Source: an optimization exercise on an open RTL-to-GDS flow (aim: small area and a short achievable clock period). Production flows keep margins and buffers that such runs may drop.
The RTL was checked by simulation tests, not by an equivalence proof against the original design.
Power and IR drop assume default switching activity.

[design/flow/design.v]
module RGB_to_Gray(input CLK, input [7:0] R, input [7:0] G, input [7:0] B, input In_Valid, output reg [7:0] Gray, output reg Out_Valid);
    reg [7:0] r, g, b; reg v0;
    always @(posedge CLK) begin r <= R; g <= G; b <= B; v0 <= In_Valid; end
    wire w8 = ({r[7], r[6], r[5], r[4], r[3], r[2], r[1], r[0]} >= 8'd2);
    wire w9 = ({r[7], r[6], r[5], r[4], r[3], r[2], r[1], r[0]} >= 8'd4);
    wire w10 = ({r[7], r[6], r[5], r[4], r[3], r[2], r[1], r[0]} >= 8'd7);
    wire w11 = ({r[7], r[6], r[5], r[4], r[3], r[2], r[1], r[0]} >= 8'd14);
    wire w12 = ({r[7], r[6], r[5], r[4], r[3], r[2], r[1], r[0]} >= 8'd27);
    wire w13 = ({r[7], r[6], r[5], r[4], r[3], r[2], r[1], r[0]} >= 8'd54);
    wire w14 = ({r[7], r[6], r[5], r[4], r[3], r[2], r[1], r[0]} >= 8'd108);
    wire w15 = ({r[7], r[6], r[5], r[4], r[3], r[2], r[1], r[0]} >= 8'd215);
    wire w24 = ({g[7], g[6], g[5], g[4], g[3], g[2], g[1], g[0]} >= 8'd2);
    wire w25 = ({g[7], g[6], g[5], g[4], g[3], g[2], g[1], g[0]} >= 8'd4);
    wire w26 = ({g[7], g[6], g[5], g[4], g[3], g[2], g[1], g[0]} >= 8'd7);
    wire w27 = ({g[7], g[6], g[5], g[4], g[3], g[2], g[1], g[0]} >= 8'd14);
    wire w28 = ({g[7], g[6], g[5], g[4], g[3], g[2], g[1], g[0]} >= 8'd28);
    wire w29 = ({g[7], g[6], g[5], g[4], g[3], g[2], g[1], g[0]} >= 8'd55);
    wire w30 = ({g[7], g[6], g[5], g[4], g[3], g[2], g[1], g[0]} >= 8'd110);
    wire w31 = ({g[7], g[6], g[5], g[4], g[3], g[2], g[1], g[0]} >= 8'd219);
    wire w41 = ({b[7], b[6], b[5], b[4], b[3], b[2], b[1], b[0]} >= 8'd3);
    wire w42 = ({b[7], b[6], b[5], b[4], b[3], b[2], b[1], b[0]} >= 8'd5);
    wire w43 = ({b[7], b[6], b[5], b[4], b[3], b[2], b[1], b[0]} >= 8'd9);
    wire w44 = ({b[7], b[6], b[5], b[4], b[3], b[2], b[1], b[0]} >= 8'd18);
    wire w45 = ({b[7], b[6], b[5], b[4], b[3], b[2], b[1], b[0]} >= 8'd36);
    wire w46 = ({b[7], b[6], b[5], b[4], b[3], b[2], b[1], b[0]} >= 8'd71);
    wire w47 = ({b[7], b[6], b[5], b[4], b[3], b[2], b[1], b[0]} >= 8'd141);
    wire w48_0, w48_1; ha u48 (r[2], r[1], w48_0, w48_1);
    wire w49_0, w49_1; fa u49 (r[3], r[2], r[1], w49_0, w49_1);
    wire w50_0, w50_1; fa u50 (r[4], r[3], r[2], w50_0, w50_1);
    wire w51_0, w51_1; fa u51 (r[5], r[4], r[3], w51_0, w51_1);
    wire w52_0, w52_1; fa u52 (r[6], r[5], r[4], w52_0, w52_1);
    wire w53_0, w53_1; fa u53 (r[7], r[6], r[5], w53_0, w53_1);
    wire w54_0, w54_1; ha u54 (r[1], r[0], w54_0, w54_1);
    wire w55_0, w55_1; fa u55 (r[0], w48_0, w11, w55_0, w55_1);
    wire w56_0, w56_1; fa u56 (w48_1, w12, w49_0, w56_0, w56_1);
    wire w57_0, w57_1; fa u57 (w49_1, w13, w50_0, w57_0, w57_1);
    wire w58_0, w58_1; fa u58 (w50_1, w14, w51_0, w58_0, w58_1);
    wire w59_0, w59_1; fa u59 (w51_1, w15, w52_0, w59_0, w59_1);
    wire w60_0, w60_1; fa u60 (r[0], w52_1, w53_0, w60_0, w60_1);
    wire w61_0, w61_1; ha u61 (r[0], w9, w61_0, w61_1);
    wire w62_0, w62_1; fa u62 (w54_0, w10, w61_1, w62_0, w62_1);
    wire w63_0, w63_1; fa u63 (w54_1, w55_0, w62_1, w63_0, w63_1);
    wire w64_0, w64_1; fa u64 (w55_1, w56_0, w63_1, w64_0, w64_1);
    wire w65_0, w65_1; fa u65 (w56_1, w57_0, w64_1, w65_0, w65_1);
    wire w66_0, w66_1; fa u66 (w57_1, w58_0, w65_1, w66_0, w66_1);
    wire w67_0, w67_1; fa u67 (w58_1, w59_0, w66_1, w67_0, w67_1);
    wire w68_0, w68_1; fa u68 (p59_1_1, p60_0_1, p67_1_1, w68_0, w68_1);
    wire w69_0, w69_1; ha u69 (g[4], g[0], w69_0, w69_1);
    wire w70_0, w70_1; fa u70 (g[5], g[1], w31, w70_0, w70_1);
    wire w71_0, w71_1; fa u71 (g[6], g[2], g[0], w71_0, w71_1);
    wire w72_0, w72_1; ha u72 (g[0], w26, w72_0, w72_1);
    wire w73_0, w73_1; fa u73 (g[1], w27, w72_1, w73_0, w73_1);
    wire w74_0, w74_1; fa u74 (g[2], w28, w73_1, w74_0, w74_1);
    wire w75_0, w75_1; fa u75 (g[3], w29, w74_1, w75_0, w75_1);
    wire w76_0, w76_1; fa u76 (w69_0, w30, w75_1, w76_0, w76_1);
    wire w77_0, w77_1; fa u77 (w69_1, w70_0, w76_1, w77_0, w77_1);
    wire w78_0, w78_1; fa u78 (p70_1_1, p71_0_1, p77_1_1, w78_0, w78_1);
    wire w79 = ~w8;
    wire w80 = w61_0 & w79;
    wire w81 = ~w24;
    wire w82 = w25 & w81;
    wire w83 = ~w9;
    wire w84 = w62_0 & w83;
    wire w85 = ~w25;
    wire w86 = w72_0 & w85;
    wire w87 = ~w10;
    wire w88 = w63_0 & w87;
    wire w89 = ~w26;
    wire w90 = w73_0 & w89;
    wire w91 = ~w11;
    wire w92 = w64_0 & w91;
    wire w93 = ~w27;
    wire w94 = w74_0 & w93;
    wire w95 = ~w12;
    wire w96 = w65_0 & w95;
    wire w97 = ~w28;
    wire w98 = w75_0 & w97;
    wire w99 = ~w13;
    wire w100 = w66_0 & w99;
    wire w101 = ~w29;
    wire w102 = w76_0 & w101;
    wire w103 = ~w14;
    wire w104 = p67_0_1 & p103_0_1;
    wire w105 = ~w30;
    wire w106 = w77_0 & w105;
    wire w107 = ~w15;
    wire w108 = w68_0 & p107_0_1;
    wire w109 = ~p31_0_1;
    wire w110 = w78_0 & w109;
    wire w111_0, w111_1; ha u111 (r[7], r[6], w111_0, w111_1);
    wire w112_0, w112_1; fa u112 (r[7], r[2], r[0], w112_0, w112_1);
    wire w113_0, w113_1; fa u113 (g[7], g[3], g[1], w113_0, w113_1);
    wire w114_0, w114_1; fa u114 (r[3], r[1], r[0], w114_0, w114_1);
    wire w115_0, w115_1; fa u115 (r[4], r[2], r[1], w115_0, w115_1);
    wire w116_0, w116_1; fa u116 (r[5], r[3], r[2], w116_0, w116_1);
    wire w117_0, w117_1; ha u117 (r[0], g[6], w117_0, w117_1);
    wire w118_0, w118_1; fa u118 (r[6], r[4], r[3], w118_0, w118_1);
    wire w119_0, w119_1; fa u119 (r[1], g[7], g[5], w119_0, w119_1);
    wire w120_0, w120_1; fa u120 (r[7], r[5], r[4], w120_0, w120_1);
    wire w121_0, w121_1; ha u121 (r[2], g[6], w121_0, w121_1);
    wire w122_0, w122_1; fa u122 (r[6], r[5], r[3], w122_0, w122_1);
    wire w123_0, w123_1; ha u123 (g[7], g[6], w123_0, w123_1);
    wire w124_0, w124_1; fa u124 (r[7], r[6], r[4], w124_0, w124_1);
    wire w125_0, w125_1; ha u125 (r[0], g[7], w125_0, w125_1);
    wire w126_0, w126_1; ha u126 (r[7], r[5], w126_0, w126_1);
    wire w127_0, w127_1; ha u127 (r[5], r[2], w127_0, w127_1);
    wire w128_0, w128_1; fa u128 (r[6], r[3], r[2], w128_0, w128_1);
    wire w129_0, w129_1; fa u129 (r[7], r[4], r[3], w129_0, w129_1);
    wire w130_0, w130_1; fa u130 (r[5], r[4], r[1], w130_0, w130_1);
    wire w131_0, w131_1; fa u131 (r[6], r[5], r[2], w131_0, w131_1);
    wire w132_0, w132_1; ha u132 (r[7], r[6], w132_0, w132_1);
    wire w133_0, w133_1; fa u133 (r[1], w111_0, w53_1, w133_0, w133_1);
    wire w134_0, w134_1; fa u134 (g[0], w111_1, w71_1, w134_0, w134_1);
    wire w135_0, w135_1; ha u135 (w112_0, w113_0, w135_0, w135_1);
    wire w136_0, w136_1; fa u136 (g[4], g[2], g[1], w136_0, w136_1);
    wire w137_0, w137_1; fa u137 (w112_1, w113_1, w114_0, w137_0, w137_1);
    wire w138_0, w138_1; fa u138 (g[5], g[3], g[2], w138_0, w138_1);
    wire w139_0, w139_1; fa u139 (g[0], w114_1, w115_0, w139_0, w139_1);
    wire w140_0, w140_1; fa u140 (g[4], g[3], g[1], w140_0, w140_1);
    wire w141_0, w141_1; fa u141 (w117_0, w115_1, w116_0, w141_0, w141_1);
    wire w142_0, w142_1; fa u142 (g[4], g[2], w117_1, w142_0, w142_1);
    wire w143_0, w143_1; fa u143 (w116_1, w118_0, w119_0, w143_0, w143_1);
    wire w144_0, w144_1; fa u144 (g[5], g[3], w121_0, w144_0, w144_1);
    wire w145_0, w145_1; fa u145 (w118_1, w119_1, w120_0, w145_0, w145_1);
    wire w146_0, w146_1; fa u146 (g[4], g[0], w121_1, w146_0, w146_1);
    wire w147_0, w147_1; fa u147 (w123_0, w120_1, w122_0, w147_0, w147_1);
    wire w148_0, w148_1; fa u148 (g[5], g[1], w123_1, w148_0, w148_1);
    wire w149_0, w149_1; fa u149 (w125_0, w122_1, w124_0, w149_0, w149_1);
    wire w150_0, w150_1; fa u150 (r[1], g[6], g[2], w150_0, w150_1);
    wire w151_0, w151_1; fa u151 (w125_1, w126_0, w124_1, w151_0, w151_1);
    wire w152_0, w152_1; fa u152 (r[6], r[2], g[7], w152_0, w152_1);
    wire w153_0, w153_1; fa u153 (g[3], g[0], w126_1, w153_0, w153_1);
    wire w154_0, w154_1; fa u154 (r[7], r[3], r[0], w154_0, w154_1);
    wire w155_0, w155_1; fa u155 (g[4], g[1], g[0], w155_0, w155_1);
    wire w156_0, w156_1; fa u156 (r[4], r[1], r[0], w156_0, w156_1);
    wire w157_0, w157_1; fa u157 (g[5], g[2], g[1], w157_0, w157_1);
    wire w158_0, w158_1; fa u158 (r[1], g[6], g[3], w158_0, w158_1);
    wire w159_0, w159_1; fa u159 (g[2], g[0], w127_0, w159_0, w159_1);
    wire w160_0, w160_1; fa u160 (g[7], g[4], g[3], w160_0, w160_1);
    wire w161_0, w161_1; fa u161 (g[1], w127_1, w128_0, w161_0, w161_1);
    wire w162_0, w162_1; fa u162 (r[0], g[5], g[4], w162_0, w162_1);
    wire w163_0, w163_1; fa u163 (g[2], w128_1, w129_0, w163_0, w163_1);
    wire w164_0, w164_1; fa u164 (g[6], g[5], g[3], w164_0, w164_1);
    wire w165_0, w165_1; fa u165 (g[0], w129_1, w130_0, w165_0, w165_1);
    wire w166_0, w166_1; fa u166 (g[7], g[6], g[4], w166_0, w166_1);
    wire w167_0, w167_1; fa u167 (g[1], w130_1, w131_0, w167_0, w167_1);
    wire w168_0, w168_1; fa u168 (r[3], g[7], g[5], w168_0, w168_1);
    wire w169_0, w169_1; fa u169 (g[2], w132_0, w131_1, w169_0, w169_1);
    wire w170_0, w170_1; fa u170 (r[7], r[4], g[6], w170_0, w170_1);
    wire w171_0, w171_1; ha u171 (g[3], w132_1, w171_0, w171_1);
    wire w172_0, w172_1; ha u172 (r[5], g[7], w172_0, w172_1);
    wire w173_0, w173_1; ha u173 (w133_0, w60_1, w173_0, w173_1);
    wire w174_0, w174_1; fa u174 (w133_1, w135_0, w134_0, w174_0, w174_1);
    wire w175_0, w175_1; fa u175 (w136_0, w135_1, w134_1, w175_0, w175_1);
    wire w176_0, w176_1; fa u176 (w136_1, w138_0, w137_1, w176_0, w176_1);
    wire w177_0, w177_1; fa u177 (w138_1, w140_0, w139_1, w177_0, w177_1);
    wire w178_0, w178_1; fa u178 (w140_1, w142_0, w141_1, w178_0, w178_1);
    wire w179_0, w179_1; fa u179 (w142_1, w144_0, w143_1, w179_0, w179_1);
    wire w180_0, w180_1; fa u180 (w144_1, w146_0, w145_1, w180_0, w180_1);
    wire w181_0, w181_1; fa u181 (w146_1, w148_0, w147_1, w181_0, w181_1);
    wire w182_0, w182_1; fa u182 (w150_0, w148_1, w149_1, w182_0, w182_1);
    wire w183_0, w183_1; fa u183 (w150_1, w152_0, w153_0, w183_0, w183_1);
    wire w184_0, w184_1; fa u184 (w152_1, w154_0, w155_0, w184_0, w184_1);
    wire w185_0, w185_1; fa u185 (w154_1, w155_1, w156_0, w185_0, w185_1);
    wire w186_0, w186_1; fa u186 (w156_1, w157_1, w158_0, w186_0, w186_1);
    wire w187_0, w187_1; fa u187 (w158_1, w160_0, w159_1, w187_0, w187_1);
    wire w188_0, w188_1; fa u188 (w160_1, w162_0, w161_1, w188_0, w188_1);
    wire w189_0, w189_1; fa u189 (w162_1, w164_0, w163_1, w189_0, w189_1);
    wire w190_0, w190_1; fa u190 (w164_1, w166_0, w165_1, w190_0, w190_1);
    wire w191_0, w191_1; fa u191 (w166_1, w168_0, w167_1, w191_0, w191_1);
    wire w192_0, w192_1; fa u192 (w168_1, w170_0, w171_0, w192_0, w192_1);
    wire w193_0, w193_1; fa u193 (g[4], w172_0, w170_1, w193_0, w193_1);
    wire w194_0, w194_1; ha u194 (r[6], g[5], w194_0, w194_1);
    wire w195_0, w195_1; ha u195 (p173_0_1, w110, w195_0, w195_1);
    wire w196_0, w196_1; fa u196 (p173_1_1, p174_0_1, w78_1, w196_0, w196_1);
    wire w197_0, w197_1; fa u197 (w137_0, w174_1, w175_0, w197_0, w197_1);
    wire w198_0, w198_1; fa u198 (w139_0, w175_1, w176_0, w198_0, w198_1);
    wire w199_0, w199_1; fa u199 (w141_0, w176_1, w177_0, w199_0, w199_1);
    wire w200_0, w200_1; fa u200 (w143_0, w177_1, w178_0, w200_0, w200_1);
    wire w201_0, w201_1; fa u201 (w145_0, w178_1, w179_0, w201_0, w201_1);
    wire w202_0, w202_1; fa u202 (w147_0, w179_1, w180_0, w202_0, w202_1);
    wire w203_0, w203_1; fa u203 (w149_0, w180_1, w181_0, w203_0, w203_1);
    wire w204_0, w204_1; fa u204 (w151_0, w181_1, w182_0, w204_0, w204_1);
    wire w205_0, w205_1; fa u205 (w151_1, w183_0, w182_1, w205_0, w205_1);
    wire w206_0, w206_1; fa u206 (w153_1, w184_0, w183_1, w206_0, w206_1);
    wire w207_0, w207_1; fa u207 (w157_0, w184_1, w185_0, w207_0, w207_1);
    wire w208_0, w208_1; fa u208 (w159_0, w185_1, w186_0, w208_0, w208_1);
    wire w209_0, w209_1; fa u209 (w186_1, w161_0, w187_0, w209_0, w209_1);
    wire w210_0, w210_1; fa u210 (w163_0, w187_1, w188_0, w210_0, w210_1);
    wire w211_0, w211_1; fa u211 (w165_0, w188_1, w189_0, w211_0, w211_1);
    wire w212_0, w212_1; fa u212 (w167_0, w189_1, w190_0, w212_0, w212_1);
    wire w213_0, w213_1; fa u213 (w169_0, w190_1, w191_0, w213_0, w213_1);
    wire w214_0, w214_1; fa u214 (w169_1, w192_0, w191_1, w214_0, w214_1);
    wire w215_0, w215_1; fa u215 (w171_1, w193_0, w192_1, w215_0, w215_1);
    wire w216_0, w216_1; fa u216 (w172_1, w194_0, w193_1, w216_0, w216_1);
    wire w217_0, w217_1; fa u217 (r[7], g[6], w194_1, w217_0, w217_1);
    wire w219 = w205_1 & w206_0;
    wire w220 = w206_1 | w207_0;
    wire w221 = w206_1 & w207_0;
    wire w222 = w207_1 | w208_0;
    wire w223 = w207_1 & w208_0;
    wire w224 = w208_1 | w209_0;
    wire w225 = w208_1 & w209_0;
    wire w226 = w209_1 | w210_0;
    wire w227 = w209_1 & w210_0;
    wire w228 = w210_1 | w211_0;
    wire w229 = w210_1 & w211_0;
    wire w230 = w211_1 | w212_0;
    wire w231 = w211_1 & w212_0;
    wire w232 = w212_1 | w213_0;
    wire w233 = w212_1 & w213_0;
    wire w234 = p213_1_1 | p214_0_1;
    wire w235 = p213_1_1 & p214_0_1;
    wire w236 = p214_1_1 | p215_0_1;
    wire w237 = p214_1_1 & p215_0_1;
    wire w238 = p215_1_1 | p216_0_1;
    wire w239 = p215_1_1 & p216_0_1;
    wire w240 = p216_1_1 | p217_0_1;
    wire w241 = p216_1_1 & p217_0_1;
    wire w242 = p217_1_1 | p23_0_1;
    wire w243 = p217_1_1 & p23_0_1;
    wire w244 = w221 | (w220 & w219);
    wire w246 = w225 | (w224 & w223);
    wire w247 = w224 & w222;
    wire w248 = w229 | (w228 & w227);
    wire w249 = w228 & w226;
    wire w250 = w233 | (w232 & w231);
    wire w251 = w232 & w230;
    wire w252 = w237 | (w236 & w235);
    wire w253 = w236 & w234;
    wire w254 = w241 | (w240 & w239);
    wire w255 = w240 & w238;
    wire w258 = w246 | (w247 & w244);
    wire w260 = w231 | (w230 & w248);
    wire w261 = w230 & w249;
    wire w262 = w250 | (w251 & w248);
    wire w263 = w251 & w249;
    wire w264 = w239 | (w238 & w252);
    wire w265 = w238 & w253;
    wire w266 = w254 | (w255 & w252);
    wire w267 = w255 & w253;
    wire w268 = w227 | (w226 & w258);
    wire w270 = w248 | (w249 & w258);
    wire w272 = w260 | (w261 & w258);
    wire w274 = w262 | (w263 & w258);
    wire w276 = w243 | (w242 & w266);
    wire w277 = w242 & w267;
    wire w278 = w235 | (w234 & p274_0_1);
    wire w280 = w252 | (w253 & p274_0_1);
    wire w282 = w264 | (w265 & p274_0_1);
    wire w284 = w266 | (w267 & p274_0_1);
    wire w286 = w276 | (w277 & p274_0_1);
    wire w288 = |{w210_1, w211_1, w212_1, w213_1, w214_1, w215_1, w216_1, w217_1, w211_0, w212_0, w213_0, w214_0, w215_0, w216_0, w217_0, g[7], w268};
    wire w289 = |{w211_1, w212_1, w213_1, w214_1, w215_1, w216_1, w217_1, w212_0, w213_0, w214_0, w215_0, w216_0, w217_0, g[7], w270};
    wire w290 = |{w212_1, w213_1, w214_1, w215_1, w216_1, w217_1, w213_0, w214_0, w215_0, w216_0, w217_0, g[7], w272};
    wire w291 = |{p213_1_1, p214_1_1, p215_1_1, p216_1_1, p217_1_1, p214_0_1, p215_0_1, p216_0_1, p217_0_1, p23_0_1, p274_0_1};
    wire w292 = |{p214_1_1, p215_1_1, p216_1_1, p217_1_1, p215_0_1, p216_0_1, p217_0_1, p23_0_1, w278};
    wire w293 = |{p215_1_1, p216_1_1, p217_1_1, p216_0_1, p217_0_1, p23_0_1, w280};
    wire w294 = |{p216_1_1, p217_1_1, p217_0_1, p23_0_1, w282};
    wire w295 = |{p217_1_1, p23_0_1, w284};
    wire w296 = |{w286};
    wire w297 = ~b[0];
    wire w298 = ~b[1];
    wire w299 = ~b[2];
    wire w300 = ~b[3];
    wire w301 = ~b[4];
    wire w302 = ~b[5];
    wire w303 = ~b[6];
    wire w304 = ~b[7];
    wire w305_0, w305_1; fa u305 (b[6], b[4], b[2], w305_0, w305_1);
    wire w306_0, w306_1; ha u306 (b[7], b[5], w306_0, w306_1);
    wire w307_0, w307_1; ha u307 (b[6], b[4], w307_0, w307_1);
    wire w308_0, w308_1; ha u308 (b[7], b[5], w308_0, w308_1);
    wire w309_0, w309_1; ha u309 (b[4], b[2], w309_0, w309_1);
    wire w310_0, w310_1; fa u310 (b[5], b[3], b[1], w310_0, w310_1);
    wire w311_0, w311_1; fa u311 (w297, w47, w305_0, w311_0, w311_1);
    wire w312_0, w312_1; fa u312 (b[3], w298, w306_0, w312_0, w312_1);
    wire w313_0, w313_1; fa u313 (b[0], w299, w306_1, w313_0, w313_1);
    wire w314_0, w314_1; fa u314 (b[1], w300, w307_1, w314_0, w314_1);
    wire w315_0, w315_1; fa u315 (b[6], b[2], w301, w315_0, w315_1);
    wire w316_0, w316_1; ha u316 (b[2], b[0], w316_0, w316_1);
    wire w317_0, w317_1; fa u317 (b[3], b[1], w44, w317_0, w317_1);
    wire w318_0, w318_1; fa u318 (b[0], w309_0, w45, w318_0, w318_1);
    wire w319_0, w319_1; fa u319 (w309_1, w46, w310_0, w319_0, w319_1);
    wire w320; xn u320 (w310_1, w311_0, w320);
    wire w321 = w310_1 | w311_0;
    wire w322_0, w322_1; fa u322 (w305_1, w312_0, w311_1, w322_0, w322_1);
    wire w323_0, w323_1; fa u323 (w307_0, w312_1, w313_0, w323_0, w323_1);
    wire w324_0, w324_1; fa u324 (w308_0, w313_1, w314_0, w324_0, w324_1);
    wire w325_0, w325_1; fa u325 (w308_1, w315_0, w314_1, w325_0, w325_1);
    wire w326_0, w326_1; ha u326 (b[0], w41, w326_0, w326_1);
    wire w327_0, w327_1; fa u327 (b[1], w42, w326_1, w327_0, w327_1);
    wire w328_0, w328_1; fa u328 (w316_0, w43, w327_1, w328_0, w328_1);
    wire w329_0, w329_1; fa u329 (w316_1, w317_0, w328_1, w329_0, w329_1);
    wire w330_0, w330_1; fa u330 (w317_1, w318_0, w329_1, w330_0, w330_1);
    wire w331_0, w331_1; fa u331 (w318_1, w319_0, w330_1, w331_0, w331_1);
    wire w332_0, w332_1; fa u332 (w319_1, w320, w331_1, w332_0, w332_1);
    wire w333_0, w333_1; fa u333 (p321_0_1, p322_0_1, p332_1_1, w333_0, w333_1);
    wire w334_0, w334_1; fa u334 (p322_1_1, p323_0_1, w333_1, w334_0, w334_1);
    wire w335_0, w335_1; fa u335 (p323_1_1, p324_0_1, w334_1, w335_0, w335_1);
    wire w336_0, w336_1; fa u336 (p324_1_1, p325_0_1, w335_1, w336_0, w336_1);
    wire w337 = ~w42;
    wire w338 = w328_0 & w337;
    wire w339 = w338 & w288;
    wire w340 = ~p339_0_1;
    wire w341 = ~w43;
    wire w342 = w329_0 & w341;
    wire w343 = w342 & w289;
    wire w344 = ~p343_0_1;
    wire w345 = ~w44;
    wire w346 = w330_0 & w345;
    wire w347 = p346_0_1 & p290_0_1;
    wire w348 = ~w347;
    wire w349 = ~w45;
    wire w350 = w331_0 & w349;
    wire w351 = p350_0_1 & w291;
    wire w352 = ~w351;
    wire w353 = ~w46;
    wire w354 = w332_0 & w353;
    wire w355 = p354_0_1 & w292;
    wire w356 = ~w355;
    wire w357 = ~w47;
    wire w358 = w333_0 & p357_0_1;
    wire w359 = w358 & w293;
    wire w360 = ~w359;
    wire w361 = w334_0 & w294;
    wire w362 = ~w361;
    wire w363 = w335_0 & w295;
    wire w364 = ~w363;
    wire w365 = w336_0 & w296;
    wire w366 = ~w365;
    wire w367_0, w367_1; fa u367 (b[7], b[3], w302, w367_0, w367_1);
    wire w368_0, w368_1; ha u368 (w297, w315_1, w368_0, w368_1);
    wire w369_0, w369_1; ha u369 (b[4], w303, w369_0, w369_1);
    wire w370_0, w370_1; ha u370 (b[7], b[5], w370_0, w370_1);
    wire w371_0, w371_1; ha u371 (b[6], b[1], w371_0, w371_1);
    wire w372_0, w372_1; ha u372 (b[7], b[2], w372_0, w372_1);
    wire w373_0, w373_1; fa u373 (w367_0, w368_0, w325_1, w373_0, w373_1);
    wire w374_0, w374_1; fa u374 (w298, w369_0, w367_1, w374_0, w374_1);
    wire w375_0, w375_1; ha u375 (w368_1, w197_0, w375_0, w375_1);
    wire w376_0, w376_1; fa u376 (b[5], w304, w299, w376_0, w376_1);
    wire w377_0, w377_1; fa u377 (w369_1, w197_1, w198_0, w377_0, w377_1);
    wire w378_0, w378_1; fa u378 (b[6], w300, w198_1, w378_0, w378_1);
    wire w379 = ~w199_0;
    wire w380_0, w380_1; fa u380 (b[7], w301, w297, w380_0, w380_1);
    wire w381_0, w381_1; ha u381 (w199_1, w200_0, w381_0, w381_1);
    wire w382_0, w382_1; fa u382 (w302, w298, w200_1, w382_0, w382_1);
    wire w383_0, w383_1; fa u383 (b[0], w303, w299, w383_0, w383_1);
    wire w384_0, w384_1; fa u384 (b[1], w304, w300, w384_0, w384_1);
    wire w385_0, w385_1; fa u385 (b[2], b[0], w301, w385_0, w385_1);
    wire w386_0, w386_1; ha u386 (w203_1, w204_0, w386_0, w386_1);
    wire w387_0, w387_1; fa u387 (b[3], b[1], w302, w387_0, w387_1);
    wire w388; xn u388 (w204_1, w205_0, w388);
    wire w389 = w204_1 | w205_0;
    wire w390_0, w390_1; fa u390 (b[4], b[2], w303, w390_0, w390_1);
    wire w391_0, w391_1; fa u391 (w297, w206_0, w205_1, w391_0, w391_1);
    wire w392_0, w392_1; fa u392 (b[5], b[3], w304, w392_0, w392_1);
    wire w393_0, w393_1; fa u393 (w298, w207_0, w206_1, w393_0, w393_1);
    wire w394_0, w394_1; fa u394 (b[6], b[4], w299, w394_0, w394_1);
    wire w395; xn u395 (w207_1, w208_0, w395);
    wire w396 = w207_1 | w208_0;
    wire w397_0, w397_1; fa u397 (b[0], w300, w370_0, w397_0, w397_1);
    wire w398; xn u398 (w208_1, w209_0, w398);
    wire w399 = w208_1 | w209_0;
    wire w400_0, w400_1; fa u400 (w301, w370_1, w371_0, w400_0, w400_1);
    wire w401; xn u401 (w209_1, w210_0, w401);
    wire w402 = w209_1 | w210_0;
    wire w403_0, w403_1; fa u403 (w302, w371_1, w372_0, w403_0, w403_1);
    wire w404; xn u404 (w210_1, w211_0, w404);
    wire w405 = w210_1 | w211_0;
    wire w406_0, w406_1; fa u406 (b[3], w303, w372_1, w406_0, w406_1);
    wire w407; xn u407 (w211_1, w212_0, w407);
    wire w408 = w211_1 | w212_0;
    wire w409_0, w409_1; fa u409 (b[4], w304, w212_1, w409_0, w409_1);
    wire w410 = ~w213_0;
    wire w411_0, w411_1; ha u411 (b[5], w213_1, w411_0, w411_1);
    wire w412_0, w412_1; ha u412 (p38_0_1, p215_0_1, w412_0, w412_1);
    wire w413_0, w413_1; ha u413 (p39_0_1, p216_0_1, w413_0, w413_1);
    wire w414_0, w414_1; ha u414 (w80, w338, w414_0, w414_1);
    wire w415_0, w415_1; fa u415 (w82, w84, w342, w415_0, w415_1);
    wire w416_0, w416_1; fa u416 (p86_0_1, p88_0_1, p346_0_1, w416_0, w416_1);
    wire w417_0, w417_1; fa u417 (p90_0_1, p92_0_1, p350_0_1, w417_0, w417_1);
    wire w418_0, w418_1; fa u418 (p94_0_1, p96_0_1, p354_0_1, w418_0, w418_1);
    wire w419_0, w419_1; fa u419 (p98_0_1, p100_0_1, w358, w419_0, w419_1);
    wire w420_0, w420_1; fa u420 (p102_0_1, w104, w334_0, w420_0, w420_1);
    wire w421_0, w421_1; fa u421 (p106_0_1, w108, w335_0, w421_0, w421_1);
    wire w422_0, w422_1; fa u422 (w68_1, w195_0, w336_0, w422_0, w422_1);
    wire w423_0, w423_1; fa u423 (p373_0_1, w196_0, w195_1, w423_0, w423_1);
    wire w424_0, w424_1; fa u424 (w374_0, w373_1, w375_0, w424_0, w424_1);
    wire w425_0, w425_1; fa u425 (w376_0, w374_1, w375_1, w425_0, w425_1);
    wire w426_0, w426_1; fa u426 (w376_1, w379, w377_1, w426_0, w426_1);
    wire w427_0, w427_1; fa u427 (w380_0, w199_0, w378_1, w427_0, w427_1);
    wire w428_0, w428_1; fa u428 (w380_1, w201_0, w381_1, w428_0, w428_1);
    wire w429_0, w429_1; fa u429 (w383_0, w201_1, w202_0, w429_0, w429_1);
    wire w430_0, w430_1; fa u430 (w383_1, w384_0, w202_1, w430_0, w430_1);
    wire w431_0, w431_1; fa u431 (w384_1, w385_0, w386_0, w431_0, w431_1);
    wire w432_0, w432_1; fa u432 (w385_1, w387_0, w388, w432_0, w432_1);
    wire w433_0, w433_1; fa u433 (w387_1, w390_0, w389, w433_0, w433_1);
    wire w434_0, w434_1; fa u434 (w390_1, w392_0, w393_0, w434_0, w434_1);
    wire w435_0, w435_1; fa u435 (w392_1, w394_0, w395, w435_0, w435_1);
    wire w436_0, w436_1; fa u436 (w394_1, w397_0, w396, w436_0, w436_1);
    wire w437_0, w437_1; fa u437 (w397_1, w400_0, w399, w437_0, w437_1);
    wire w438_0, w438_1; fa u438 (w400_1, w403_0, w402, w438_0, w438_1);
    wire w439_0, w439_1; fa u439 (w403_1, w406_0, w405, w439_0, w439_1);
    wire w440_0, w440_1; fa u440 (w406_1, w410, w408, w440_0, w440_1);
    wire w441_0, w441_1; fa u441 (w214_0, w213_0, w411_0, w441_0, w441_1);
    wire w442_0, w442_1; fa u442 (p214_1_1, w412_0, p411_1_1, w442_0, w442_1);
    wire w443_0, w443_1; fa u443 (p215_1_1, w413_0, w412_1, w443_0, w443_1);
    wire w444_0, w444_1; fa u444 (p217_0_1, p216_1_1, w413_1, w444_0, w444_1);
    wire w445_0, w445_1; ha u445 (p23_0_1, p217_1_1, w445_0, w445_1);
    wire w446_0, w446_1; ha u446 (p414_0_1, w340, w446_0, w446_1);
    wire w447_0, w447_1; fa u447 (p414_1_1, p415_0_1, w344, w447_0, w447_1);
    wire w448_0, w448_1; fa u448 (p415_1_1, w416_0, w348, w448_0, w448_1);
    wire w449_0, w449_1; fa u449 (w416_1, w352, w417_0, w449_0, w449_1);
    wire w450_0, w450_1; fa u450 (w417_1, w356, w418_0, w450_0, w450_1);
    wire w451_0, w451_1; fa u451 (w418_1, w360, w419_0, w451_0, w451_1);
    wire w452_0, w452_1; fa u452 (w419_1, w362, w420_0, w452_0, w452_1);
    wire w453_0, w453_1; fa u453 (w420_1, w364, w421_0, w453_0, w453_1);
    wire w454_0, w454_1; fa u454 (w421_1, w366, w422_0, w454_0, w454_1);
    wire w455_0, w455_1; fa u455 (w423_0, w336_1, w422_1, w455_0, w455_1);
    wire w456_0, w456_1; fa u456 (p424_0_1, w196_1, w423_1, w456_0, w456_1);
    wire w457_0, w457_1; fa u457 (w377_0, w424_1, w425_0, w457_0, w457_1);
    wire w458_0, w458_1; fa u458 (p378_0_1, p425_1_1, p426_0_1, w458_0, w458_1);
    wire w459_0, w459_1; fa u459 (w381_0, w426_1, w427_0, w459_0, w459_1);
    wire w460_0, w460_1; fa u460 (w382_0, w427_1, w428_0, w460_0, w460_1);
    wire w461_0, w461_1; fa u461 (w382_1, w429_0, w428_1, w461_0, w461_1);
    wire w462_0, w462_1; fa u462 (w203_0, w429_1, w430_0, w462_0, w462_1);
    wire w463; xn u463 (w430_1, w431_0, w463);
    wire w464 = w430_1 | w431_0;
    wire w465_0, w465_1; fa u465 (w386_1, w432_0, w431_1, w465_0, w465_1);
    wire w466_0, w466_1; fa u466 (w391_0, w432_1, w433_0, w466_0, w466_1);
    wire w467_0, w467_1; fa u467 (w391_1, w433_1, w434_0, w467_0, w467_1);
    wire w468_0, w468_1; fa u468 (w393_1, w435_0, w434_1, w468_0, w468_1);
    wire w469_0, w469_1; fa u469 (w398, w435_1, w436_0, w469_0, w469_1);
    wire w470_0, w470_1; fa u470 (w436_1, w401, w437_0, w470_0, w470_1);
    wire w471_0, w471_1; fa u471 (w404, w437_1, w438_0, w471_0, w471_1);
    wire w472_0, w472_1; fa u472 (w407, w438_1, w439_0, w472_0, w472_1);
    wire w473_0, w473_1; fa u473 (w409_0, w439_1, w440_0, w473_0, w473_1);
    wire w474_0, w474_1; fa u474 (w409_1, w440_1, w441_0, w474_0, w474_1);
    wire w475; xn u475 (p441_1_1, w442_0, w475);
    wire w476 = p441_1_1 | w442_0;
    wire w477; xn u477 (w443_0, w442_1, w477);
    wire w478 = w443_0 | w442_1;
    wire w479; xn u479 (w444_0, w443_1, w479);
    wire w480 = w444_0 | w443_1;
    wire w481; xn u481 (w445_0, w444_1, w481);
    wire w482 = w445_0 | w444_1;
    wire w483 = ~w445_1;
    wire w484 = w446_1 | w447_0;
    wire w485 = w446_1 & w447_0;
    wire w486 = w447_1 | w448_0;
    wire w487 = w447_1 & w448_0;
    wire w488 = w448_1 | w449_0;
    wire w489 = w448_1 & w449_0;
    wire w490 = w449_1 | w450_0;
    wire w491 = w449_1 & w450_0;
    wire w492 = w450_1 | w451_0;
    wire w493 = w450_1 & w451_0;
    wire w494 = w451_1 | w452_0;
    wire w495 = w451_1 & w452_0;
    wire w496 = w452_1 | w453_0;
    wire w497 = w452_1 & w453_0;
    wire w498 = w453_1 | w454_0;
    wire w499 = w453_1 & w454_0;
    wire w500 = w454_1 | w455_0;
    wire w501 = w454_1 & w455_0;
    wire w502 = w455_1 | w456_0;
    wire w503 = w455_1 & w456_0;
    wire w504 = w456_1 | p457_0_1;
    wire w505 = w456_1 & p457_0_1;
    wire w506 = p457_1_1 | w458_0;
    wire w507 = p457_1_1 & w458_0;
    wire w508 = w458_1 | p459_0_1;
    wire w509 = w458_1 & p459_0_1;
    wire w510 = p459_1_1 | p460_0_1;
    wire w511 = p459_1_1 & p460_0_1;
    wire w512 = p460_1_1 | p461_0_1;
    wire w513 = p460_1_1 & p461_0_1;
    wire w514 = w461_1 | w462_0;
    wire w515 = w461_1 & w462_0;
    wire w516 = w462_1 | w463;
    wire w517 = w462_1 & w463;
    wire w518 = w464 | w465_0;
    wire w519 = w464 & w465_0;
    wire w520 = p465_1_1 | p466_0_1;
    wire w521 = p465_1_1 & p466_0_1;
    wire w522 = w466_1 | w467_0;
    wire w523 = w466_1 & w467_0;
    wire w524 = p467_1_1 | p468_0_1;
    wire w525 = p467_1_1 & p468_0_1;
    wire w526 = p468_1_1 | p469_0_1;
    wire w527 = p468_1_1 & p469_0_1;
    wire w528 = w469_1 | w470_0;
    wire w529 = w469_1 & w470_0;
    wire w530 = w470_1 | w471_0;
    wire w531 = w470_1 & w471_0;
    wire w532_0, w532_1; ha u532 (p471_1_1, p472_0_1, w532_0, w532_1);
    wire w533_0, w533_1; ha u533 (p472_1_1, p473_0_1, w533_0, w533_1);
    wire w534_0, w534_1; ha u534 (p473_1_1, p474_0_1, w534_0, w534_1);
    wire w535_0, w535_1; ha u535 (p474_1_1, w475, w535_0, w535_1);
    wire w536_0, w536_1; ha u536 (w476, w477, w536_0, w536_1);
    wire w537_0, w537_1; ha u537 (w478, w479, w537_0, w537_1);
    wire w538_0, w538_1; ha u538 (w480, w481, w538_0, w538_1);
    wire w539_0, w539_1; ha u539 (w482, w483, w539_0, w539_1);
    wire w540 = p531_0_1 | (p530_0_1 & p529_0_1);
    wire w541 = p530_0_1 & p528_0_1;
    wire w542 = w527 | (w526 & w525);
    wire w543 = w526 & w524;
    wire w544 = w540 | (w541 & w542);
    wire w545 = w541 & w543;
    wire w546 = p523_0_1 | (p522_0_1 & w521);
    wire w547 = p522_0_1 & w520;
    wire w548 = w546 | (w547 & p519_0_1);
    wire w549 = w547 & p518_0_1;
    wire w550 = w544 | (w545 & w548);
    wire w551 = w545 & w549;
    wire w552 = w517 | (w516 & w515);
    wire w553 = p516_0_1 & p514_0_1;
    wire w554 = p552_0_1 | (w553 & w513);
    wire w555 = w553 & w512;
    wire w556 = w511 | (w510 & w509);
    wire w557 = w510 & w508;
    wire w558 = w556 | (w557 & w507);
    wire w559 = w557 & w506;
    wire w560 = w554 | (w555 & w558);
    wire w561 = w555 & w559;
    wire w562 = w550 | (w551 & w560);
    wire w563 = w551 & w561;
    wire w564 = w505 | (w504 & w503);
    wire w565 = w504 & w502;
    wire w566 = w564 | (w565 & w501);
    wire w567 = w565 & w500;
    wire w568 = w499 | (w498 & w497);
    wire w569 = w498 & w496;
    wire w570 = w568 | (w569 & w495);
    wire w571 = w569 & w494;
    wire w572 = w566 | (w567 & w570);
    wire w573 = w567 & w571;
    wire w574 = w493 | (w492 & w491);
    wire w575 = w492 & w490;
    wire w576 = w574 | (w575 & w489);
    wire w577 = w575 & w488;
    wire w578 = w487 | (w486 & w485);
    wire w579 = w486 & w484;
    wire w580 = w578 | (w579 & w446_0);
    wire w581 = w576 | (w577 & w580);
    wire w583 = w572 | (w573 & w581);
    wire w585 = w562 | (w563 & w583);
    wire w587 = p532_1_1 | (p532_0_1 & p585_0_1);
    wire w588 = p533_1_1 | (p533_0_1 & w587);
    wire w590 = w535_1 | (w535_0 & w534_1);
    wire w591 = p535_0_1 & p534_0_1;
    wire w592 = p537_1_1 | (p537_0_1 & p536_1_1);
    wire w593 = p537_0_1 & p536_0_1;
    wire w596 = p534_1_1 | (p534_0_1 & w588);
    wire w598 = p590_0_1 | (w591 & w588);
    wire w600 = p538_1_1 | (p538_0_1 & w592);
    wire w601 = p538_0_1 & w593;
    wire w604 = p536_1_1 | (p536_0_1 & w598);
    wire w606 = w592 | (w593 & w598);
    wire w608 = w600 | (w601 & w598);
    wire w612; xr u612 (p532_0_1, p585_0_1, w612);
    wire w613; xr u613 (p533_0_1, w587, w613);
    wire w614; xr u614 (p534_0_1, w588, w614);
    wire w615; xr u615 (p535_0_1, w596, w615);
    wire w616; xr u616 (p536_0_1, w598, w616);
    wire w617; xr u617 (p537_0_1, w604, w617);
    wire w618; xr u618 (p538_0_1, w606, w618);
    wire w619; xr u619 (p539_0_1, w608, w619);
    reg p23_0_1;
    reg p38_0_1;
    reg p39_0_1;
    reg p59_1_1;
    reg p60_0_1;
    reg p67_1_1;
    reg p31_0_1;
    reg p70_1_1;
    reg p71_0_1;
    reg p77_1_1;
    reg p67_0_1;
    reg p103_0_1;
    reg p107_0_1;
    reg p173_0_1;
    reg p173_1_1;
    reg p174_0_1;
    reg p213_1_1;
    reg p214_0_1;
    reg p214_1_1;
    reg p215_0_1;
    reg p215_1_1;
    reg p216_0_1;
    reg p216_1_1;
    reg p217_0_1;
    reg p217_1_1;
    reg p274_0_1;
    reg p321_0_1;
    reg p322_0_1;
    reg p332_1_1;
    reg p322_1_1;
    reg p323_0_1;
    reg p323_1_1;
    reg p324_0_1;
    reg p324_1_1;
    reg p325_0_1;
    reg p339_0_1;
    reg p343_0_1;
    reg p346_0_1;
    reg p290_0_1;
    reg p350_0_1;
    reg p354_0_1;
    reg p357_0_1;
    reg p86_0_1;
    reg p88_0_1;
    reg p90_0_1;
    reg p92_0_1;
    reg p94_0_1;
    reg p96_0_1;
    reg p98_0_1;
    reg p100_0_1;
    reg p102_0_1;
    reg p106_0_1;
    reg p373_0_1;
    reg p411_1_1;
    reg p414_0_1;
    reg p414_1_1;
    reg p415_0_1;
    reg p415_1_1;
    reg p424_0_1;
    reg p378_0_1;
    reg p425_1_1;
    reg p426_0_1;
    reg p441_1_1;
    reg p457_0_1;
    reg p457_1_1;
    reg p459_0_1;
    reg p459_1_1;
    reg p460_0_1;
    reg p460_1_1;
    reg p461_0_1;
    reg p465_1_1;
    reg p466_0_1;
    reg p467_1_1;
    reg p468_0_1;
    reg p468_1_1;
    reg p469_0_1;
    reg p471_1_1;
    reg p472_0_1;
    reg p472_1_1;
    reg p473_0_1;
    reg p473_1_1;
    reg p474_0_1;
    reg p474_1_1;
    reg p531_0_1;
    reg p530_0_1;
    reg p529_0_1;
    reg p528_0_1;
    reg p523_0_1;
    reg p522_0_1;
    reg p519_0_1;
    reg p518_0_1;
    reg p516_0_1;
    reg p514_0_1;
    reg p552_0_1;
    reg p532_1_1;
    reg p532_0_1;
    reg p585_0_1;
    reg p533_1_1;
    reg p533_0_1;
    reg p535_0_1;
    reg p534_1_1;
    reg p534_0_1;
    reg p537_1_1;
    reg p537_0_1;
    reg p536_1_1;
    reg p536_0_1;
    reg p590_0_1;
    reg p538_1_1;
    reg p538_0_1;
    reg p539_0_1;
    always @(posedge CLK) begin
        p23_0_1 <= g[7];
        p38_0_1 <= b[6];
        p39_0_1 <= b[7];
        p59_1_1 <= w59_1;
        p60_0_1 <= w60_0;
        p67_1_1 <= w67_1;
        p31_0_1 <= w31;
        p70_1_1 <= w70_1;
        p71_0_1 <= w71_0;
        p77_1_1 <= w77_1;
        p67_0_1 <= w67_0;
        p103_0_1 <= w103;
        p107_0_1 <= w107;
        p173_0_1 <= w173_0;
        p173_1_1 <= w173_1;
        p174_0_1 <= w174_0;
        p213_1_1 <= w213_1;
        p214_0_1 <= w214_0;
        p214_1_1 <= w214_1;
        p215_0_1 <= w215_0;
        p215_1_1 <= w215_1;
        p216_0_1 <= w216_0;
        p216_1_1 <= w216_1;
        p217_0_1 <= w217_0;
        p217_1_1 <= w217_1;
        p274_0_1 <= w274;
        p321_0_1 <= w321;
        p322_0_1 <= w322_0;
        p332_1_1 <= w332_1;
        p322_1_1 <= w322_1;
        p323_0_1 <= w323_0;
        p323_1_1 <= w323_1;
        p324_0_1 <= w324_0;
        p324_1_1 <= w324_1;
        p325_0_1 <= w325_0;
        p339_0_1 <= w339;
        p343_0_1 <= w343;
        p346_0_1 <= w346;
        p290_0_1 <= w290;
        p350_0_1 <= w350;
        p354_0_1 <= w354;
        p357_0_1 <= w357;
        p86_0_1 <= w86;
        p88_0_1 <= w88;
        p90_0_1 <= w90;
        p92_0_1 <= w92;
        p94_0_1 <= w94;
        p96_0_1 <= w96;
        p98_0_1 <= w98;
        p100_0_1 <= w100;
        p102_0_1 <= w102;
        p106_0_1 <= w106;
        p373_0_1 <= w373_0;
        p411_1_1 <= w411_1;
        p414_0_1 <= w414_0;
        p414_1_1 <= w414_1;
        p415_0_1 <= w415_0;
        p415_1_1 <= w415_1;
        p424_0_1 <= w424_0;
        p378_0_1 <= w378_0;
        p425_1_1 <= w425_1;
        p426_0_1 <= w426_0;
        p441_1_1 <= w441_1;
        p457_0_1 <= w457_0;
        p457_1_1 <= w457_1;
        p459_0_1 <= w459_0;
        p459_1_1 <= w459_1;
        p460_0_1 <= w460_0;
        p460_1_1 <= w460_1;
        p461_0_1 <= w461_0;
        p465_1_1 <= w465_1;
        p466_0_1 <= w466_0;
        p467_1_1 <= w467_1;
        p468_0_1 <= w468_0;
        p468_1_1 <= w468_1;
        p469_0_1 <= w469_0;
        p471_1_1 <= w471_1;
        p472_0_1 <= w472_0;
        p472_1_1 <= w472_1;
        p473_0_1 <= w473_0;
        p473_1_1 <= w473_1;
        p474_0_1 <= w474_0;
        p474_1_1 <= w474_1;
        p531_0_1 <= w531;
        p530_0_1 <= w530;
        p529_0_1 <= w529;
        p528_0_1 <= w528;
        p523_0_1 <= w523;
        p522_0_1 <= w522;
        p519_0_1 <= w519;
        p518_0_1 <= w518;
        p516_0_1 <= w516;
        p514_0_1 <= w514;
        p552_0_1 <= w552;
        p532_1_1 <= w532_1;
        p532_0_1 <= w532_0;
        p585_0_1 <= w585;
        p533_1_1 <= w533_1;
        p533_0_1 <= w533_0;
        p535_0_1 <= w535_0;
        p534_1_1 <= w534_1;
        p534_0_1 <= w534_0;
        p537_1_1 <= w537_1;
        p537_0_1 <= w537_0;
        p536_1_1 <= w536_1;
        p536_0_1 <= w536_0;
        p590_0_1 <= w590;
        p538_1_1 <= w538_1;
        p538_0_1 <= w538_0;
        p539_0_1 <= w539_0;
    end
    reg v1; always @(posedge CLK) v1 <= v0;
    reg v2; always @(posedge CLK) v2 <= v1;
    always @(posedge CLK) begin Gray <= {w619, w618, w617, w616, w615, w614, w613, w612}; Out_Valid <= v2; end
endmodule
module fa(input a, input b, input c, output s, output co);
    assign s = a ^ b ^ c;
    assign co = (a & b) | (a & c) | (b & c);
endmodule
module ha(input a, input b, output s, output co);
    assign s = a ^ b;
    assign co = a & b;
endmodule
module xr(input a, input b, output y);
    assign y = a ^ b;
endmodule
module xn(input a, input b, output y);
    assign y = ~(a ^ b);
endmodule
module ao(input g1, input p1, input g0, output y);
    assign y = g1 | (p1 & g0);
endmodule
module an2(input a, input b, output y);
    assign y = a & b;
endmodule
module or2(input a, input b, output y);
    assign y = a | b;
endmodule
[design/flow/flow/run.sh]
#!/bin/bash
# Standard ORFS layout with the standard synthesis unchanged. Port buffers are
# sky130_fd_sc_hd__buf_2, and timing repair is asked to reach a setup slack of
# 11.95 ns at the design's own clock period and constraints.
set -euo pipefail
export SETUP_SLACK_MARGIN=11.95
export BUFFER_PORTS_ARGS="-buffer_cell sky130_fd_sc_hd__buf_2"
bash standard.sh synth > synth.log 2>&1
bash standard.sh > layout.log 2>&1
[design/flow/standard.sh]
#!/bin/bash
# synth_recipe.tcl (not shown) runs the flow's synth.tcl, then flattens the netlist and writes it again
# the make line also repeats each setting of config.mk as NAME=value (left out here)
make -C /OpenROAD-flow-scripts/flow DESIGN_CONFIG=/design/flow/config.mk WORK_HOME=/design/flow/orfs CLKGATE_MAP_FILE= SYNTH_SCRIPT=/design/flow/synth_recipe.tcl "${@:-finish}"
[design/flow/config.mk]
export PLATFORM = sky130hd
export DESIGN_NAME = RGB_to_Gray
export DESIGN_NICKNAME = RGB_to_Gray
export VERILOG_FILES = /design/flow/design.v
export SDC_FILE = /design/flow/constraint.sdc
export NUM_CORES = 8
export LEC_CHECK = 0
export CAP_MARGIN = 20
export CORE_MARGIN = 2
export CORE_UTILIZATION = 50
export CTS_BUF_LIST = sky130_fd_sc_hd__clkbuf_8
export PLACE_DENSITY = 0.65
export SLEW_MARGIN = 20
export SYNTH_HIERARCHICAL = 1
export SYNTH_MINIMUM_KEEP_SIZE = 0
[design/flow/constraint.sdc]
create_clock -name core_clock -period 16.0 [get_ports {CLK}]
set_input_delay 3.2000 -clock core_clock [delete_from_list [all_inputs] [get_ports {CLK}]]
set_output_delay 3.2000 -clock core_clock [all_outputs]
set_load 0.01 [all_outputs]
==> summary.txt <==
==> state kept, by name (all words and copies together), names as in the netlist, 8 cells and up <==
name and count:
Gray 8, g 8, r 8, b 8
==> report_power, final <==
group          internal, mW  switching [mW]
sequential            0.489          0.0723
clock                 0.153           0.142
combinational         0.505           0.536
total                  1.15           0.750
==> layout by cell type (no fill, tap or decap), types with 4 or more instances in the layout <==
master      Yosys  final
maj3_1          4      4
a21oi_1        15     15
and3_1          9      9
buf_4           0     32
xor2_1          8      8
and2_1         10     10
dfxtp_4         0     15
ha_1           47     47
buf_2           0     31
clkbuf_8        0     17
nor2_1         24     24
inv_1          26     22
a31oi_1         9      9
nand2_1        24     24
nor3_1          8      7
maj3_2          5      5
nand3_1         6      6
xnor2_1        12     12
fa_2            0      5
fa_1          221    216
a21o_1          8      8
dfxtp_1       146    123
dfxtp_2         0      8
o22ai_1         5      5
o21ai_0         8      7
or2_2          18     18
clkinvlp_4      0      5
o31ai_1         7      7
nor4_1          5      4
==> per-module statistics from Yosys, one instance, submodules excluded <==
module | flops+latches | cell area (sq um) | cells
ha | 0 | 12.5 | 1
xn | 0 | 8.76 | 1
fa | 0 | 20.0 | 1
xr | 0 | 8.76 | 1
RGB_to_Gray | 146 | 4180 | 365
==> layout make-up <==
class	instances	area, sq um
clock inverters	13	163
inverters	26	108
well taps	234	293
repair buffers	67	449
fillers	1481	7900
flip-flops and latches	146	2990
clock buffers	17	234
multi-input cells	481	6380
==> routing by layer <==
metal / routed length, um / GRT usage, % / part of all wire [%] / vias up
met2: 10500 / 38.4 / 52 / 157
met5: 0 / 0 / 0 / -
met1: 8450 / 29.2 / 42 / 2809
met4: 435 / 7.58 / 2.1 / 0
met3: 889 / 3.46 / 4.4 / 29
li1: - / - / - / 2345
==> per-stage QoR <==
stage / setup WS, ps / cells / total power, mW
3_5_place_dp: 11550 / 921 / 1.58
5_1_grt: 11870 / 984 / 2.06
2_1_floorplan: 11950 / 653 / 1.28
6_report: 11920 / 984 / 1.90
4_1_cts: 11890 / 966 / 1.90
3_3_place_gp: 11700 / 921 / 1.54
==> how the worst max path moves through the flow <==
stage                    startpoint               end  slack (ps)  depth (start not counted)
floorplan              r[5]$_DFF_P_  p528_0_1$_DFF_P_       11950                          8
finish              Gray[2]$_DFF_P_           Gray[2]       11920                          1
global route        Gray[1]$_DFF_P_           Gray[1]       11870                          1
global placement       r[5]$_DFF_P_  p528_0_1$_DFF_P_       11700                          8
CTS                 Gray[1]$_DFF_P_           Gray[1]       11890                          1
detailed placement     r[5]$_DFF_P_  p518_0_1$_DFF_P_       11550                          8
==> timing repair <==
item,CTS,global route
resized for setup,30,21
pin swaps,0,1
buffers inserted,15,18
setup endpoints to repair,43,23
==> cell families (layout without fill, tap and decap cells) <==
kind of cell / Yosys count / in the layout / share of synthesized area [%]
adder cells (fa/ha/maj): 277 / 277 / 54.6
flip-flops: 146 / 146 / 31.2
AND/OR/NAND/NOR: 110 / 110 / 5.91
AO/OA/AOI/OAI: 73 / 73 / 5.37
buffers and inverters: 26 / 123 / 1.04
XOR/XNOR: 20 / 20 / 1.87
other: 1 / 1 / 0.0400
==> results.cfg <==
[route]
drc = 0
wl_um = 20300
ant_nets = 0
drt_iter0_drc = 323
firstDrtPassIters = 5
via_count = 5340
routedWlPerCell_um = 20.6
avgViaCountPerCell = 5.43

[timing]
fin_skew_ps = 10.5
slew_viol_final = 0
hold_violations = 0
relSlewSlack_pct = 46.0
finalSetupViolCount = 0
period_needed_ps = 4080
fmax_mhz = 245
worst_pin_slew_ps = 809
timing.final.crit_share_pct = 25.5
rsz0062_at_grt = true
finalSetupTns_ps = 0
whs_ps = 332

[yosys]
synth_area_leader_cell = fa_1
synth-edff-count = 0
yosys_warnings = 7
ys_seq_area_share_pct = 31.2
async_flop_share_pct = 0
syn-instance-count = 653
yosysMostFrequentCell = fa_1
postSynth.topFlopCell = dfxtp_1
ys_ff_latch = 146
synth_top_area_share_pct = 47.2
syn-cell-area_sq_mm = 0.00936
syn-num-nets = 947
synth.distinct_cells = 43
avgSynthCellArea_sq_um = 14.3
synth_common_cells = fa_1, dfxtp_1, ha_1
synth_area_leaders = fa_1, dfxtp_1, ha_1

[worst_setup_path]
cp-start-kind = flop
arrival_ps = 880
crit_buf_inv = 1
required_ps = 12800
slowest_stage = dfxtp_1
rrSetupSlack_ps = 12020
end_kind = primary output
r2r-start = r[7]$_DFF_P_
setup.worst_path.class = reg2out
cp_slowest_stage_delay_ps = 310
ff2ff_path_depth = 8
regToRegEndpoint = p459_0_1$_DFF_P_
path_delay_family = flip-flops
crit_chain = buf_2
worst-path-max-fanout = 1

[job]
max_cap_violations = 0

[cts]
cts.sinks = 146
cts_buffer_depth = 2
cts_made_buffers = 17
cts_hold_buf = 0
cts_tree = yes
clkLatencyLatePin_ps = 450
cts_root_buf = clkbuf_8
htreeDepth = 4
clkTransAtPathRegs_ps = 70

[grt]
grt_pass1_wl_um = 32900
grt_pass1_vias = 6106
grt_overflow = 0
antenna_found_initial = 0
grt_max_degree = 17
track_usage_pct = 22.3

[power_and_ir_drop]
p_leak_nw = 4.33
power_density_mw_per_mm2 = 179
irDropWorstVdd_uv = 122

[min_path]
hp-class = reg2reg
hp-start = v0$_DFF_P_
hold-path-cell-count = 0
whs_endpoint = v1$_DFF_P_

[cells_and_area]
diodes = 0
drive_above_1_share_pct = 21.1
final_area_sq_mm = 0.0106
syn_to_final_growth_pct = 13.4
layout.nets = 1033
utilization_pct = 57.3

[die]
core_area_sq_mm = 0.0185
pin_count = 35
start_util_pct = 50.6
die_w_um = 141
rows = 50
die_h_um = 141
die_area_sq_mm = 0.0198

[placed_design]
placed_cell_area_sq_mm = 0.00983
gp_congestion = 0.922
numPortBuffers = 34
dp_hpwl_um = 15500

[outcome]
status = complete, no violations

[static timing again, ports no longer ideal]
The results above use ideal ports. As a check the final layout listed here was re-extracted and re-timed, cells and wires unchanged.
Step 1, drivers: a clkbuf_16 drives CLK and a buf_2 each remaining input, both assumed.
Step 2, shift: input delay + t, output delay - t, t = (earliest + latest rising clock arrival at the registers) / 2. This alone moves slack from input paths to output paths.
a / b / c = no drivers / after step 1 / after step 2; a / b = the first two.
shift t [ns]: 0.488
setup slack, ns: 11.922 / 11.883 / 12.021
worst setup path at the end: register to register
worst register clock-pin slew, ns: 0.09 / 0.09
worst slew at a driven data input, ns: 0.03
After both steps this run still meets setup and hold. For this run, drivers alone change the setup slack by -0.039 ns; drivers and shift together by +0.099 ns.
